What follows belongs to an exercise in optimizing a design on an open flow for small area; a production flow would make more cautious choices. Function was checked by simulation only, so behaviour that the tests miss may differ from the original.

==> design.v <==
module SA_FA (input A, B, CIN, output SUM, COUT);
  assign SUM  = A ^ B ^ CIN;
  assign COUT = (A & B) | (A & CIN) | (B & CIN);
endmodule
module SA_HA (input A, B, output SUM, COUT);
  assign SUM  = A ^ B;
  assign COUT = A & B;
endmodule
module SA_NOR2 (input A, B, output Y);
  assign Y = ~(A | B);
endmodule
module SA_NAND2 (input A, B, output Y);
  assign Y = ~(A & B);
endmodule
module SA_AOI21 (input A1, A2, B1, output Y);
  assign Y = ~((A1 & A2) | B1);
endmodule
module SA_OAI21 (input A1, A2, B1, output Y);
  assign Y = ~((A1 | A2) & B1);
endmodule
module SA_XOR2 (input A, B, output X);
  assign X = A ^ B;
endmodule
module SA_XNOR2 (input A, B, output Y);
  assign Y = ~(A ^ B);
endmodule
module SA_NOR2B (input A, B_N, output Y);
  assign Y = ~(A | ~B_N);
endmodule
module SA_INV (input A, output Y);
  assign Y = ~A;
endmodule
module PE (
    input  logic        i_clk, i_rst,
    input  logic [7:0]  i_Left_n, i_Top_n,
    output logic [7:0]  o_right_n, o_down_n,
    output logic [16:0] o_Cell_Value
  );
  wire [7:0] an = i_Left_n;
  wire [7:0] bn = i_Top_n;
  wire [16:0] acc = o_Cell_Value;
  wire pp1;
  SA_NOR2 u2 (.A(an[0]), .B(bn[0]), .Y(pp1));
  wire pp3;
  SA_NOR2 u4 (.A(an[0]), .B(bn[1]), .Y(pp3));
  wire pp5;
  SA_NOR2 u6 (.A(an[0]), .B(bn[2]), .Y(pp5));
  wire pp7;
  SA_NOR2 u8 (.A(an[0]), .B(bn[3]), .Y(pp7));
  wire pp9;
  SA_NOR2 u10 (.A(an[0]), .B(bn[4]), .Y(pp9));
  wire pp11;
  SA_NOR2 u12 (.A(an[0]), .B(bn[5]), .Y(pp11));
  wire pp13;
  SA_NOR2 u14 (.A(an[0]), .B(bn[6]), .Y(pp13));
  wire pp15;
  SA_NOR2 u16 (.A(an[0]), .B(bn[7]), .Y(pp15));
  wire pp17;
  SA_NOR2 u18 (.A(an[1]), .B(bn[0]), .Y(pp17));
  wire pp19;
  SA_NOR2 u20 (.A(an[1]), .B(bn[1]), .Y(pp19));
  wire pp21;
  SA_NOR2 u22 (.A(an[1]), .B(bn[2]), .Y(pp21));
  wire pp23;
  SA_NOR2 u24 (.A(an[1]), .B(bn[3]), .Y(pp23));
  wire pp25;
  SA_NOR2 u26 (.A(an[1]), .B(bn[4]), .Y(pp25));
  wire pp27;
  SA_NOR2 u28 (.A(an[1]), .B(bn[5]), .Y(pp27));
  wire pp29;
  SA_NOR2 u30 (.A(an[1]), .B(bn[6]), .Y(pp29));
  wire pp31;
  SA_NOR2 u32 (.A(an[1]), .B(bn[7]), .Y(pp31));
  wire pp33;
  SA_NOR2 u34 (.A(an[2]), .B(bn[0]), .Y(pp33));
  wire pp35;
  SA_NOR2 u36 (.A(an[2]), .B(bn[1]), .Y(pp35));
  wire pp37;
  SA_NOR2 u38 (.A(an[2]), .B(bn[2]), .Y(pp37));
  wire pp39;
  SA_NOR2 u40 (.A(an[2]), .B(bn[3]), .Y(pp39));
  wire pp41;
  SA_NOR2 u42 (.A(an[2]), .B(bn[4]), .Y(pp41));
  wire pp43;
  SA_NOR2 u44 (.A(an[2]), .B(bn[5]), .Y(pp43));
  wire pp45;
  SA_NOR2 u46 (.A(an[2]), .B(bn[6]), .Y(pp45));
  wire pp47;
  SA_NOR2 u48 (.A(an[2]), .B(bn[7]), .Y(pp47));
  wire pp49;
  SA_NOR2 u50 (.A(an[3]), .B(bn[0]), .Y(pp49));
  wire pp51;
  SA_NOR2 u52 (.A(an[3]), .B(bn[1]), .Y(pp51));
  wire pp53;
  SA_NOR2 u54 (.A(an[3]), .B(bn[2]), .Y(pp53));
  wire pp55;
  SA_NOR2 u56 (.A(an[3]), .B(bn[3]), .Y(pp55));
  wire pp57;
  SA_NOR2 u58 (.A(an[3]), .B(bn[4]), .Y(pp57));
  wire pp59;
  SA_NOR2 u60 (.A(an[3]), .B(bn[5]), .Y(pp59));
  wire pp61;
  SA_NOR2 u62 (.A(an[3]), .B(bn[6]), .Y(pp61));
  wire pp63;
  SA_NOR2 u64 (.A(an[3]), .B(bn[7]), .Y(pp63));
  wire pp65;
  SA_NOR2 u66 (.A(an[4]), .B(bn[0]), .Y(pp65));
  wire pp67;
  SA_NOR2 u68 (.A(an[4]), .B(bn[1]), .Y(pp67));
  wire pp69;
  SA_NOR2 u70 (.A(an[4]), .B(bn[2]), .Y(pp69));
  wire pp71;
  SA_NOR2 u72 (.A(an[4]), .B(bn[3]), .Y(pp71));
  wire pp73;
  SA_NOR2 u74 (.A(an[4]), .B(bn[4]), .Y(pp73));
  wire pp75;
  SA_NOR2 u76 (.A(an[4]), .B(bn[5]), .Y(pp75));
  wire pp77;
  SA_NOR2 u78 (.A(an[4]), .B(bn[6]), .Y(pp77));
  wire pp79;
  SA_NOR2 u80 (.A(an[4]), .B(bn[7]), .Y(pp79));
  wire pp81;
  SA_NOR2 u82 (.A(an[5]), .B(bn[0]), .Y(pp81));
  wire pp83;
  SA_NOR2 u84 (.A(an[5]), .B(bn[1]), .Y(pp83));
  wire pp85;
  SA_NOR2 u86 (.A(an[5]), .B(bn[2]), .Y(pp85));
  wire pp87;
  SA_NOR2 u88 (.A(an[5]), .B(bn[3]), .Y(pp87));
  wire pp89;
  SA_NOR2 u90 (.A(an[5]), .B(bn[4]), .Y(pp89));
  wire pp91;
  SA_NOR2 u92 (.A(an[5]), .B(bn[5]), .Y(pp91));
  wire pp93;
  SA_NOR2 u94 (.A(an[5]), .B(bn[6]), .Y(pp93));
  wire pp95;
  SA_NOR2 u96 (.A(an[5]), .B(bn[7]), .Y(pp95));
  wire pp97;
  SA_NOR2 u98 (.A(an[6]), .B(bn[0]), .Y(pp97));
  wire pp99;
  SA_NOR2 u100 (.A(an[6]), .B(bn[1]), .Y(pp99));
  wire pp101;
  SA_NOR2 u102 (.A(an[6]), .B(bn[2]), .Y(pp101));
  wire pp103;
  SA_NOR2 u104 (.A(an[6]), .B(bn[3]), .Y(pp103));
  wire pp105;
  SA_NOR2 u106 (.A(an[6]), .B(bn[4]), .Y(pp105));
  wire pp107;
  SA_NOR2 u108 (.A(an[6]), .B(bn[5]), .Y(pp107));
  wire pp109;
  SA_NOR2 u110 (.A(an[6]), .B(bn[6]), .Y(pp109));
  wire pp111;
  SA_NOR2 u112 (.A(an[6]), .B(bn[7]), .Y(pp111));
  wire pp113;
  SA_NOR2 u114 (.A(an[7]), .B(bn[0]), .Y(pp113));
  wire pp115;
  SA_NOR2 u116 (.A(an[7]), .B(bn[1]), .Y(pp115));
  wire pp117;
  SA_NOR2 u118 (.A(an[7]), .B(bn[2]), .Y(pp117));
  wire pp119;
  SA_NOR2 u120 (.A(an[7]), .B(bn[3]), .Y(pp119));
  wire pp121;
  SA_NOR2 u122 (.A(an[7]), .B(bn[4]), .Y(pp121));
  wire pp123;
  SA_NOR2 u124 (.A(an[7]), .B(bn[5]), .Y(pp123));
  wire pp125;
  SA_NOR2 u126 (.A(an[7]), .B(bn[6]), .Y(pp125));
  wire pp127;
  SA_NOR2 u128 (.A(an[7]), .B(bn[7]), .Y(pp127));
  wire s129;
  wire c130;
  SA_HA u131 (.A(acc[0]), .B(pp1), .SUM(s129), .COUT(c130));
  wire s132;
  wire c133;
  SA_FA u134 (.A(acc[1]), .B(pp3), .CIN(pp17), .SUM(s132), .COUT(c133));
  wire s135;
  wire c136;
  SA_HA u137 (.A(c130), .B(s132), .SUM(s135), .COUT(c136));
  wire s138;
  wire c139;
  SA_FA u140 (.A(acc[2]), .B(pp5), .CIN(pp19), .SUM(s138), .COUT(c139));
  wire s141;
  wire c142;
  SA_FA u143 (.A(pp33), .B(c133), .CIN(s138), .SUM(s141), .COUT(c142));
  wire s144;
  wire c145;
  SA_HA u146 (.A(c136), .B(s141), .SUM(s144), .COUT(c145));
  wire s147;
  wire c148;
  SA_FA u149 (.A(acc[3]), .B(pp7), .CIN(pp21), .SUM(s147), .COUT(c148));
  wire s150;
  wire c151;
  SA_FA u152 (.A(pp35), .B(pp49), .CIN(c139), .SUM(s150), .COUT(c151));
  wire s153;
  wire c154;
  SA_FA u155 (.A(s147), .B(s150), .CIN(c142), .SUM(s153), .COUT(c154));
  wire s156;
  wire c157;
  SA_HA u158 (.A(c145), .B(s153), .SUM(s156), .COUT(c157));
  wire s159;
  wire c160;
  SA_FA u161 (.A(acc[4]), .B(pp9), .CIN(pp23), .SUM(s159), .COUT(c160));
  wire s162;
  wire c163;
  SA_FA u164 (.A(pp37), .B(pp51), .CIN(pp65), .SUM(s162), .COUT(c163));
  wire s165;
  wire c166;
  SA_FA u167 (.A(c148), .B(s159), .CIN(s162), .SUM(s165), .COUT(c166));
  wire s168;
  wire c169;
  SA_FA u170 (.A(c151), .B(s165), .CIN(c154), .SUM(s168), .COUT(c169));
  wire s171;
  wire k172;
  SA_XOR2 u173 (.A(s168), .B(c157), .X(s171));
  SA_NAND2 u174 (.A(s168), .B(c157), .Y(k172));
  wire s175;
  wire c176;
  SA_FA u177 (.A(acc[5]), .B(pp11), .CIN(pp25), .SUM(s175), .COUT(c176));
  wire s178;
  wire c179;
  SA_FA u180 (.A(pp39), .B(pp53), .CIN(pp67), .SUM(s178), .COUT(c179));
  wire s181;
  wire c182;
  SA_FA u183 (.A(pp81), .B(c160), .CIN(c163), .SUM(s181), .COUT(c182));
  wire s184;
  wire c185;
  SA_FA u186 (.A(s175), .B(s178), .CIN(s181), .SUM(s184), .COUT(c185));
  wire s187;
  wire c188;
  SA_HA u189 (.A(c166), .B(s184), .SUM(s187), .COUT(c188));
  wire s190;
  wire k191;
  wire ng192;
  wire np193;
  SA_NAND2 u194 (.A(c169), .B(s187), .Y(ng192));
  SA_XNOR2 u195 (.A(c169), .B(s187), .Y(np193));
  SA_OAI21 u196 (.A1(np193), .A2(k172), .B1(ng192), .Y(k191));
  SA_XOR2 u197 (.A(np193), .B(k172), .X(s190));
  wire s198;
  wire c199;
  SA_FA u200 (.A(acc[6]), .B(pp13), .CIN(pp27), .SUM(s198), .COUT(c199));
  wire s201;
  wire c202;
  SA_FA u203 (.A(pp41), .B(pp55), .CIN(pp69), .SUM(s201), .COUT(c202));
  wire s204;
  wire c205;
  SA_FA u206 (.A(pp83), .B(pp97), .CIN(c176), .SUM(s204), .COUT(c205));
  wire s207;
  wire c208;
  SA_FA u209 (.A(c179), .B(s198), .CIN(s201), .SUM(s207), .COUT(c208));
  wire s210;
  wire c211;
  SA_FA u212 (.A(c182), .B(s204), .CIN(s207), .SUM(s210), .COUT(c211));
  wire s213;
  wire c214;
  SA_FA u215 (.A(c185), .B(s210), .CIN(c188), .SUM(s213), .COUT(c214));
  wire s216;
  wire k217;
  SA_XOR2 u218 (.A(s213), .B(k191), .X(s216));
  SA_NAND2 u219 (.A(s213), .B(k191), .Y(k217));
  wire s220;
  wire c221;
  SA_FA u222 (.A(acc[7]), .B(pp15), .CIN(pp29), .SUM(s220), .COUT(c221));
  wire s223;
  wire c224;
  SA_FA u225 (.A(pp43), .B(pp57), .CIN(pp71), .SUM(s223), .COUT(c224));
  wire s226;
  wire c227;
  SA_FA u228 (.A(pp85), .B(pp99), .CIN(pp113), .SUM(s226), .COUT(c227));
  wire s229;
  wire c230;
  SA_FA u231 (.A(c199), .B(c202), .CIN(s220), .SUM(s229), .COUT(c230));
  wire s232;
  wire c233;
  SA_FA u234 (.A(s223), .B(s226), .CIN(c205), .SUM(s232), .COUT(c233));
  wire s235;
  wire c236;
  SA_FA u237 (.A(c208), .B(s229), .CIN(s232), .SUM(s235), .COUT(c236));
  wire s238;
  wire c239;
  SA_HA u240 (.A(c211), .B(s235), .SUM(s238), .COUT(c239));
  wire s241;
  wire k242;
  wire ng243;
  wire np244;
  SA_NAND2 u245 (.A(c214), .B(s238), .Y(ng243));
  SA_XNOR2 u246 (.A(c214), .B(s238), .Y(np244));
  SA_OAI21 u247 (.A1(np244), .A2(k217), .B1(ng243), .Y(k242));
  SA_XOR2 u248 (.A(np244), .B(k217), .X(s241));
  wire s249;
  wire c250;
  SA_FA u251 (.A(acc[8]), .B(pp31), .CIN(pp45), .SUM(s249), .COUT(c250));
  wire s252;
  wire c253;
  SA_FA u254 (.A(pp59), .B(pp73), .CIN(pp87), .SUM(s252), .COUT(c253));
  wire s255;
  wire c256;
  SA_FA u257 (.A(pp101), .B(pp115), .CIN(c221), .SUM(s255), .COUT(c256));
  wire s258;
  wire c259;
  SA_FA u260 (.A(c224), .B(c227), .CIN(s249), .SUM(s258), .COUT(c259));
  wire s261;
  wire c262;
  SA_FA u263 (.A(s252), .B(s255), .CIN(c230), .SUM(s261), .COUT(c262));
  wire s264;
  wire c265;
  SA_FA u266 (.A(s258), .B(c233), .CIN(s261), .SUM(s264), .COUT(c265));
  wire s267;
  wire c268;
  SA_FA u269 (.A(c236), .B(s264), .CIN(c239), .SUM(s267), .COUT(c268));
  wire s270;
  wire k271;
  SA_XOR2 u272 (.A(s267), .B(k242), .X(s270));
  SA_NAND2 u273 (.A(s267), .B(k242), .Y(k271));
  wire s274;
  wire c275;
  SA_FA u276 (.A(acc[9]), .B(pp47), .CIN(pp61), .SUM(s274), .COUT(c275));
  wire s277;
  wire c278;
  SA_FA u279 (.A(pp75), .B(pp89), .CIN(pp103), .SUM(s277), .COUT(c278));
  wire s280;
  wire c281;
  SA_FA u282 (.A(pp117), .B(c250), .CIN(c253), .SUM(s280), .COUT(c281));
  wire s283;
  wire c284;
  SA_FA u285 (.A(s274), .B(s277), .CIN(c256), .SUM(s283), .COUT(c284));
  wire s286;
  wire c287;
  SA_FA u288 (.A(s280), .B(c259), .CIN(s283), .SUM(s286), .COUT(c287));
  wire s289;
  wire c290;
  SA_FA u291 (.A(c262), .B(s286), .CIN(c265), .SUM(s289), .COUT(c290));
  wire s292;
  wire k293;
  wire ng294;
  wire np295;
  SA_NAND2 u296 (.A(c268), .B(s289), .Y(ng294));
  SA_XNOR2 u297 (.A(c268), .B(s289), .Y(np295));
  SA_OAI21 u298 (.A1(np295), .A2(k271), .B1(ng294), .Y(k293));
  SA_XOR2 u299 (.A(np295), .B(k271), .X(s292));
  wire s300;
  wire c301;
  SA_FA u302 (.A(acc[10]), .B(pp63), .CIN(pp77), .SUM(s300), .COUT(c301));
  wire s303;
  wire c304;
  SA_FA u305 (.A(pp91), .B(pp105), .CIN(pp119), .SUM(s303), .COUT(c304));
  wire s306;
  wire c307;
  SA_FA u308 (.A(c275), .B(c278), .CIN(s300), .SUM(s306), .COUT(c307));
  wire s309;
  wire c310;
  SA_FA u311 (.A(s303), .B(c281), .CIN(s306), .SUM(s309), .COUT(c310));
  wire s312;
  wire c313;
  SA_FA u314 (.A(c284), .B(s309), .CIN(c287), .SUM(s312), .COUT(c313));
  wire s315;
  wire k316;
  wire p317;
  wire g318;
  SA_HA u319 (.A(c290), .B(s312), .SUM(p317), .COUT(g318));
  SA_AOI21 u320 (.A1(p317), .A2(k293), .B1(g318), .Y(k316));
  SA_XOR2 u321 (.A(p317), .B(k293), .X(s315));
  wire s322;
  wire c323;
  SA_FA u324 (.A(acc[11]), .B(pp79), .CIN(pp93), .SUM(s322), .COUT(c323));
  wire s325;
  wire c326;
  SA_FA u327 (.A(pp107), .B(pp121), .CIN(c301), .SUM(s325), .COUT(c326));
  wire s328;
  wire c329;
  SA_FA u330 (.A(c304), .B(s322), .CIN(s325), .SUM(s328), .COUT(c329));
  wire s331;
  wire c332;
  SA_FA u333 (.A(c307), .B(s328), .CIN(c310), .SUM(s331), .COUT(c332));
  wire s334;
  wire k335;
  wire ng336;
  wire np337;
  SA_NAND2 u338 (.A(c313), .B(s331), .Y(ng336));
  SA_XNOR2 u339 (.A(c313), .B(s331), .Y(np337));
  SA_OAI21 u340 (.A1(np337), .A2(k316), .B1(ng336), .Y(k335));
  SA_XOR2 u341 (.A(np337), .B(k316), .X(s334));
  wire s342;
  wire c343;
  SA_FA u344 (.A(acc[12]), .B(pp95), .CIN(pp109), .SUM(s342), .COUT(c343));
  wire s345;
  wire c346;
  SA_FA u347 (.A(pp123), .B(c323), .CIN(s342), .SUM(s345), .COUT(c346));
  wire s348;
  wire c349;
  SA_FA u350 (.A(c326), .B(s345), .CIN(c329), .SUM(s348), .COUT(c349));
  wire s351;
  wire k352;
  wire p353;
  wire g354;
  SA_HA u355 (.A(c332), .B(s348), .SUM(p353), .COUT(g354));
  SA_AOI21 u356 (.A1(p353), .A2(k335), .B1(g354), .Y(k352));
  SA_XOR2 u357 (.A(p353), .B(k335), .X(s351));
  wire s358;
  wire c359;
  SA_FA u360 (.A(acc[13]), .B(pp111), .CIN(pp125), .SUM(s358), .COUT(c359));
  wire s361;
  wire c362;
  SA_FA u363 (.A(c343), .B(s358), .CIN(c346), .SUM(s361), .COUT(c362));
  wire s364;
  wire k365;
  wire ng366;
  wire np367;
  SA_NAND2 u368 (.A(c349), .B(s361), .Y(ng366));
  SA_XNOR2 u369 (.A(c349), .B(s361), .Y(np367));
  SA_OAI21 u370 (.A1(np367), .A2(k352), .B1(ng366), .Y(k365));
  SA_XOR2 u371 (.A(np367), .B(k352), .X(s364));
  wire s372;
  wire c373;
  SA_FA u374 (.A(acc[14]), .B(pp127), .CIN(c359), .SUM(s372), .COUT(c373));
  wire s375;
  wire k376;
  wire p377;
  wire g378;
  SA_HA u379 (.A(c362), .B(s372), .SUM(p377), .COUT(g378));
  SA_AOI21 u380 (.A1(p377), .A2(k365), .B1(g378), .Y(k376));
  SA_XOR2 u381 (.A(p377), .B(k365), .X(s375));
  wire s382;
  wire k383;
  wire ng384;
  wire np385;
  SA_NAND2 u386 (.A(acc[15]), .B(c373), .Y(ng384));
  SA_XNOR2 u387 (.A(acc[15]), .B(c373), .Y(np385));
  SA_OAI21 u388 (.A1(np385), .A2(k376), .B1(ng384), .Y(k383));
  SA_XOR2 u389 (.A(np385), .B(k376), .X(s382));
  wire s390;
  SA_XOR2 u391 (.A(acc[16]), .B(k383), .X(s390));
  wire [16:0] nxt = {s390, s382, s375, s364, s351, s334, s315, s292, s270, s241, s216, s190, s171, s156, s144, s135, s129};
  always @(posedge i_clk or posedge i_rst)
    if (i_rst) begin
      o_right_n    <= 8'hff;
      o_down_n     <= 8'hff;
      o_Cell_Value <= 17'd0;
    end else begin
      o_right_n    <= i_Left_n;
      o_down_n     <= i_Top_n;
      o_Cell_Value <= nxt;
    end
endmodule
module Systolic_Array #(parameter data_width=8) (
  input  logic                      i_clk     , i_rst,
  input  logic [data_width-1:0]     i_Cell_A1 , i_Cell_A4,i_Cell_A7,
  input  logic [data_width-1:0]     i_Cell_B1 , i_Cell_B2,i_Cell_B3,
  output logic [(data_width*2):0]   o_cell_1  , o_cell_2 , o_cell_3 , o_cell_4 , o_cell_5, o_cell_6 , o_cell_7, o_cell_8, o_cell_9
);
  wire [7:0] A1n, A4n, A7n, B1n, B2n, B3n;
  genvar k;
  for (k = 0; k < 8; k = k + 1) begin : inv
    SA_INV ia1 (.A(i_Cell_A1[k]), .Y(A1n[k]));
    SA_INV ia4 (.A(i_Cell_A4[k]), .Y(A4n[k]));
    SA_INV ia7 (.A(i_Cell_A7[k]), .Y(A7n[k]));
    SA_INV ib1 (.A(i_Cell_B1[k]), .Y(B1n[k]));
    SA_INV ib2 (.A(i_Cell_B2[k]), .Y(B2n[k]));
    SA_INV ib3 (.A(i_Cell_B3[k]), .Y(B3n[k]));
  end
  wire [7:0] A12, A23, A45, A56, A78, A89;
  wire [7:0] B14, B47, B25, B58, B36, B69;
  PE PE1 (i_clk, i_rst, A1n, B1n, A12, B14, o_cell_1);
  PE PE2 (i_clk, i_rst, A12, B2n, A23, B25, o_cell_2);
  PE PE3 (i_clk, i_rst, A23, B3n,    , B36, o_cell_3);
  PE PE4 (i_clk, i_rst, A4n, B14, A45, B47, o_cell_4);
  PE PE5 (i_clk, i_rst, A45, B25, A56, B58, o_cell_5);
  PE PE6 (i_clk, i_rst, A56, B36,    , B69, o_cell_6);
  PE PE7 (i_clk, i_rst, A7n, B47, A78,    , o_cell_7);
  PE PE8 (i_clk, i_rst, A78, B58, A89,    , o_cell_8);
  PE PE9 (i_clk, i_rst, A89, B69,    ,    , o_cell_9);
endmodule
==> flow/run.sh <==
#!/bin/bash
# Layout flow: the standard ORFS flow (standard.sh), with these changes:
#  - synthesis maps the design's SA_* gate modules one-to-one onto library cells
#    (flow/gatemap.tcl, run as ORFS's SYNTH_CANONICALIZE_TCL hook);
#  - ports are buffered with sky130_fd_sc_hd__buf_1;
#  - clock tree: clkbuf_4 buffers, sink clusters of up to CLUSTER sinks, no dummy loads;
#  - the largest buffers and inverters are added to the platform's don't-use list, so that
#    repair builds the reset tree from smaller buffers.
# Each ORFS step writes its full log under orfs/logs/; make's own output goes to flow_make.log.
set -euo pipefail
W=$(pwd)
CLUSTER=8
DIAMETER=40
PLAT_DU=$(make -s -C "$FLOW_HOME" DESIGN_CONFIG="$W/config.mk" WORK_HOME="$W/orfs" print-DONT_USE_CELLS | sed -n 's/^DONT_USE_CELLS: //p')
EXTRA_DU="sky130_fd_sc_hd__buf_6 sky130_fd_sc_hd__buf_8 sky130_fd_sc_hd__buf_12 sky130_fd_sc_hd__buf_16 sky130_fd_sc_hd__bufbuf_8 sky130_fd_sc_hd__bufbuf_16 sky130_fd_sc_hd__bufinv_8 sky130_fd_sc_hd__bufinv_16 sky130_fd_sc_hd__inv_12 sky130_fd_sc_hd__inv_16 sky130_fd_sc_hd__clkinv_16 sky130_fd_sc_hd__clkbuf_16"
bash standard.sh \
  "SYNTH_CANONICALIZE_TCL=$W/flow/gatemap.tcl" \
  "BUFFER_PORTS_ARGS=-buffer_cell sky130_fd_sc_hd__buf_1" \
  "CTS_ARGS=-sink_clustering_enable -repair_clock_nets -buf_list sky130_fd_sc_hd__clkbuf_4 -sink_clustering_size $CLUSTER -sink_clustering_max_diameter $DIAMETER -dont_use_dummy_load" \
  "DONT_USE_CELLS=$PLAT_DU $EXTRA_DU" \
  finish > "$W/flow_make.log" 2>&1
==> flow/gatemap.tcl <==
# Map the design's gate modules (SA_*) one-to-one onto library cells of the same function.
foreach {m c} {
  SA_FA    sky130_fd_sc_hd__fa_1
  SA_HA    sky130_fd_sc_hd__ha_1
  SA_NOR2  sky130_fd_sc_hd__nor2_1
  SA_NAND2 sky130_fd_sc_hd__nand2_1
  SA_AOI21 sky130_fd_sc_hd__a21oi_1
  SA_OAI21 sky130_fd_sc_hd__o21ai_1
  SA_XOR2  sky130_fd_sc_hd__xor2_1
  SA_XNOR2 sky130_fd_sc_hd__xnor2_1
  SA_NOR2B sky130_fd_sc_hd__nor2b_1
  SA_INV   sky130_fd_sc_hd__inv_1
} {
  chtype -map $m $c
  delete $m
}
hierarchy -check -top $::env(DESIGN_NAME)
==> standard.sh <==
#!/bin/bash
# synth_recipe.tcl (not shown) runs the flow's synth.tcl, then flattens the netlist and writes it again
# the make line also repeats each setting of config.mk as NAME=value (left out here)
make -C /OpenROAD-flow-scripts/flow DESIGN_CONFIG=/design/flow/config.mk WORK_HOME=/design/flow/orfs CLKGATE_MAP_FILE= SYNTH_SCRIPT=/design/flow/synth_recipe.tcl "${@:-finish}"
==> config.mk <==
export PLATFORM = sky130hd
export DESIGN_NAME = Systolic_Array
export DESIGN_NICKNAME = Systolic_Array
export VERILOG_FILES = /design/flow/design.v
export SDC_FILE = /design/flow/constraint.sdc
export NUM_CORES = 4
export LEC_CHECK = 0
export CAP_MARGIN = 20
export CORE_MARGIN = 2
export CORE_UTILIZATION = 78
export GPL_TIMING_DRIVEN = 0
export SLEW_MARGIN = 20
==> constraint.sdc <==
create_clock -name core_clock -period 5.2 [get_ports {i_clk}]
set_input_delay 1.0400 -clock core_clock [delete_from_list [all_inputs] [get_ports {i_clk}]]
set_output_delay 1.0400 -clock core_clock [all_outputs]
set_load 0.01 [all_outputs]
==> flow_metrics.env <==
export IMPL_grt_overflow=0
export IMPL_max_slew_margin_pct=61.1
export IMPL_yosys_area_share_simple_pct=11.4
export IMPL_htreeDepth=2
export IMPL_setup_viol=0
export IMPL_synth_top_family_by_area="adder cells"
export IMPL_syn_area_sq_um=21600
export IMPL_syn_avg_cell_area_sq_um=12.2
export IMPL_clkLatencyLatePin_ns=0.69
export IMPL_ys_top_cells_by_area="fa_1 45%, dfrtp_1 18%, dfstp_2 12%"
export IMPL_synth_top_area_share_pct=44.9
export IMPL_crit_path_frequent_cell="fa_1"
export IMPL_drt_pass1_iter_count=7
export IMPL_slew_viol_final=0
export IMPL_start_util_pct=79.9
export IMPL_port_buffers=202
export IMPL_die_area_sq_um=29100
export IMPL_max_stage_delay_ns=0.51
export IMPL_cp_max_fo=9
export IMPL_ys_ff_latch=249
export IMPL_core_sq_um=27100
export IMPL_cp_data_required_time_ns=5.72
export IMPL_wl_per_cell_um=20.5
export IMPL_cts_path_max_buffers=3
export IMPL_synth_compound_area_share_pct=1.87
export IMPL_place_hpwl_mm=38.5
export IMPL_synth_cells=1774
export IMPL_cts_tree="done"
export IMPL_cts_sinks=249
export IMPL_clkTransAtPathRegs_ns=0.09
export IMPL_antenna_found_initial=1
export IMPL_final_cells=2402
export IMPL_ff_latch_area_sq_um=6350
export IMPL_grt_pass1_vias=16878
export IMPL_place_inst=2355
export IMPL_seq_area_frac_synth_pct=29.3
export IMPL_synth_cell_types=11
export IMPL_fin_crit_sh_pct=97.1
export IMPL_vias_per_cell=6.06
export IMPL_die_y_um=171
export IMPL_dr_first_iter_drc_count=1088
export IMPL_die_x_um=171
export IMPL_hp_class="flip-flop to flip-flop"
export IMPL_crit_chain="buf_1 > inv_1 > nor2_1 > fa_1 > fa_1 > fa_1 > ha_1 > fa_1 > xnor2_1 > o21ai_1 > nand2_1 > o21ai_2 > a21oi_1 > o21ai_1 > a21oi_1 > o21ai_2 > a21oi_1 > o21ai_1 > xor2_1"
export IMPL_synth_fa_ha_area_share_pct=49.6
export IMPL_fin_util_pct=86.2
export IMPL_timing_setup_critical_path_class="input pin to flip-flop"
export IMPL_areaGrowthSynthToFinish_pct=7.89
export IMPL_numCtsBuffers=45
export IMPL_synth_largest_area_cell="fa_1"
export IMPL_cts_hold_buffers=0
export IMPL_grt_pass1_wl_mm=82.1
export IMPL_multiInputGateArea_sq_um=15200
export IMPL_fin_crit_ns=5.05
export IMPL_fill_cells=1372
export IMPL_muxShareOfSynthArea_pct=0
export IMPL_rows=60
export IMPL_synthXorXnorAreaFrac_pct=6.92
export IMPL_drcViolationCount=0
export IMPL_outcome="complete, no violations"
export IMPL_root_buffer="clkbuf_4"
export IMPL_final_hold_viol_count=0
export IMPL_max_cap_violations=0
export IMPL_arrival_ns=5.57
export IMPL_crit_path_end_kind="flip-flop"
export IMPL_yosys_warnings=2
export IMPL_syn_nets=2391
export IMPL_drive_above_1_share_pct=9.46
export IMPL_finalClockSkew_ns=0.0703
export IMPL_gp_congestion=0.939
export IMPL_wirelength_mm=49.1
export IMPL_startpoint_type="input pin"
export IMPL_ant_nets=0
export IMPL_vias=14548
export IMPL_grt_usage_pct=36.8
export IMPL_worst_pin_slew_ns=0.583
export IMPL_final_nets=2648
export IMPL_max_freq_ghz=0.198
export IMPL_grt_max_degree=39
export IMPL_critPathSlowestCell="fa_1"
export IMPL_ios=203
==> synth_stat cells, drive strengths merged <==
cell,count
nand2,81
nor2,576
a21oi,27
fa,486
xor2,117
inv,49
ha,81
dfstp,96
dfrtp,153
xnor2,54
o21ai,54
==> critical path: cells and delay by family <==
family / cells / cell delay (ns)
AO/OA/AOI/OAI: 8 / 1.46
AND/OR/NAND/NOR: 2 / 0.27
buffers and inverters: 2 / 0.34
XOR/XNOR: 2 / 0.44
adder cells (fa/ha/maj): 5 / 2.00
==> placed cells by master (no fill, tap or decap) <==
master,n
buf_4,7
a21oi_2,7
buf_1,202
diode_2,1
xor2_1,117
xnor2_1,51
buf_2,1
nand2_1,81
fa_1,486
inv_1,25
inv_2,23
dfrtp_1,153
clkbuf_4,45
a21oi_1,20
nor2_1,576
o21ai_1,45
xnor2_2,3
dfstp_2,96
o21ai_2,9
ha_1,81
clkinvlp_4,1
==> metal layers <==
metal | up-vias | wire (um) | global-route usage (%) | part of all wire, %
met1 | 7569 | 17900 | 48.7 | 36
li1 | 6000 | - | - | -
met5 | - | 0 | 0 | 0
met4 | 0 | 2610 | 18.1 | 5.3
met3 | 220 | 3800 | 7.52 | 7.7
met2 | 759 | 24900 | 59.7 | 51
==> final timing paths <==
check,start,end,slack (ns),cells after the start
setup / recovery,i_Cell_B3[0],PE3.o_Cell_Value[16],0.15,19
hold / removal,PE2.o_down_n[6],PE5.o_down_n[6],0.40,0
setup reg to reg,PE2.o_right_n[1],PE3.o_Cell_Value[16],0.17,16
hold reg to reg,PE2.o_down_n[6],PE5.o_down_n[6],0.40,0
max in group asynchronous,i_rst,PE2.o_down_n[6],3.42,4
min in group asynchronous,i_rst,PE3.o_Cell_Value[5],0.41,2
==> per-stage QoR <==
step           TNS (ns)  setup WS [ns]  hold slack (ns)  area, sq um
2_1_floorplan         0          0.102            0.396        21700
3_3_place_gp     -69.96         -0.463            0.426        22900
3_5_place_dp      -4.98         -0.538            0.427        22900
4_1_cts               0         0.0591            0.386        23300
5_1_grt          -0.130        -0.0737            0.418        23400
6_report              0          0.150            0.401        23400
==> sequential cells by signal (all words and copies together) (netlist names), 17 cells and up <==
| register | flops |
|---|---|
| PE1.o_Cell_Value | 17 |
| PE2.o_Cell_Value | 17 |
| PE3.o_Cell_Value | 17 |
| PE4.o_Cell_Value | 17 |
| PE5.o_Cell_Value | 17 |
| PE6.o_Cell_Value | 17 |
| PE7.o_Cell_Value | 17 |
| PE8.o_Cell_Value | 17 |
| PE9.o_Cell_Value | 17 |
==> timing repair <==
action                     4_1_cts  5_1_grt
setup endpoints to repair        0       11
setup buffers                    0        1
gates resized for setup          0       42
==> final cells by class <==
type / count / area share, %
multi-input combinational: 1476 / 65.1
timing repair buffer: 210 / 3.49
sequential: 249 / 27.2
inverter: 49 / 0.804
tap: 372 / 1.99
antenna: 1 / 0.0107
clock buffer: 45 / 1.45
==> cell families after synthesis <==
family | count (synthesis)
XOR/XNOR | 171
adder cells (fa/ha/maj) | 567
AND/OR/NAND/NOR | 657
AO/OA/AOI/OAI | 81
buffers and inverters | 49
flip-flops | 249

[what the ideal ports hide]
In the flow no input, the clock included, has a driving cell. The finished layout below was timed again as built, in two steps.
Step 1: set_driving_cell puts a clkbuf_16 on i_clk and a buf_2 on each other input, an assumption about the parent block.
Step 2 times the ports against the registers' clock, not the clock port: input delays grow and output delays shrink by t, the midpoint of the rising clock arrivals with the driver on.
Three values: no drivers, after step 1, after step 2; two values: the first two.
t, ns: 0.704
setup WS [ns]: 0.150 / 0.168 / -0.533
worst hold slack (ns): 0.401 / 0.385 / 0.401
worst data-port slew with drivers (ns): 0.06
Met with ideal ports but missed after step 2: setup timing in this run. For this run, drivers alone change the setup slack by +0.018 ns; drivers and shift together by -0.683 ns.
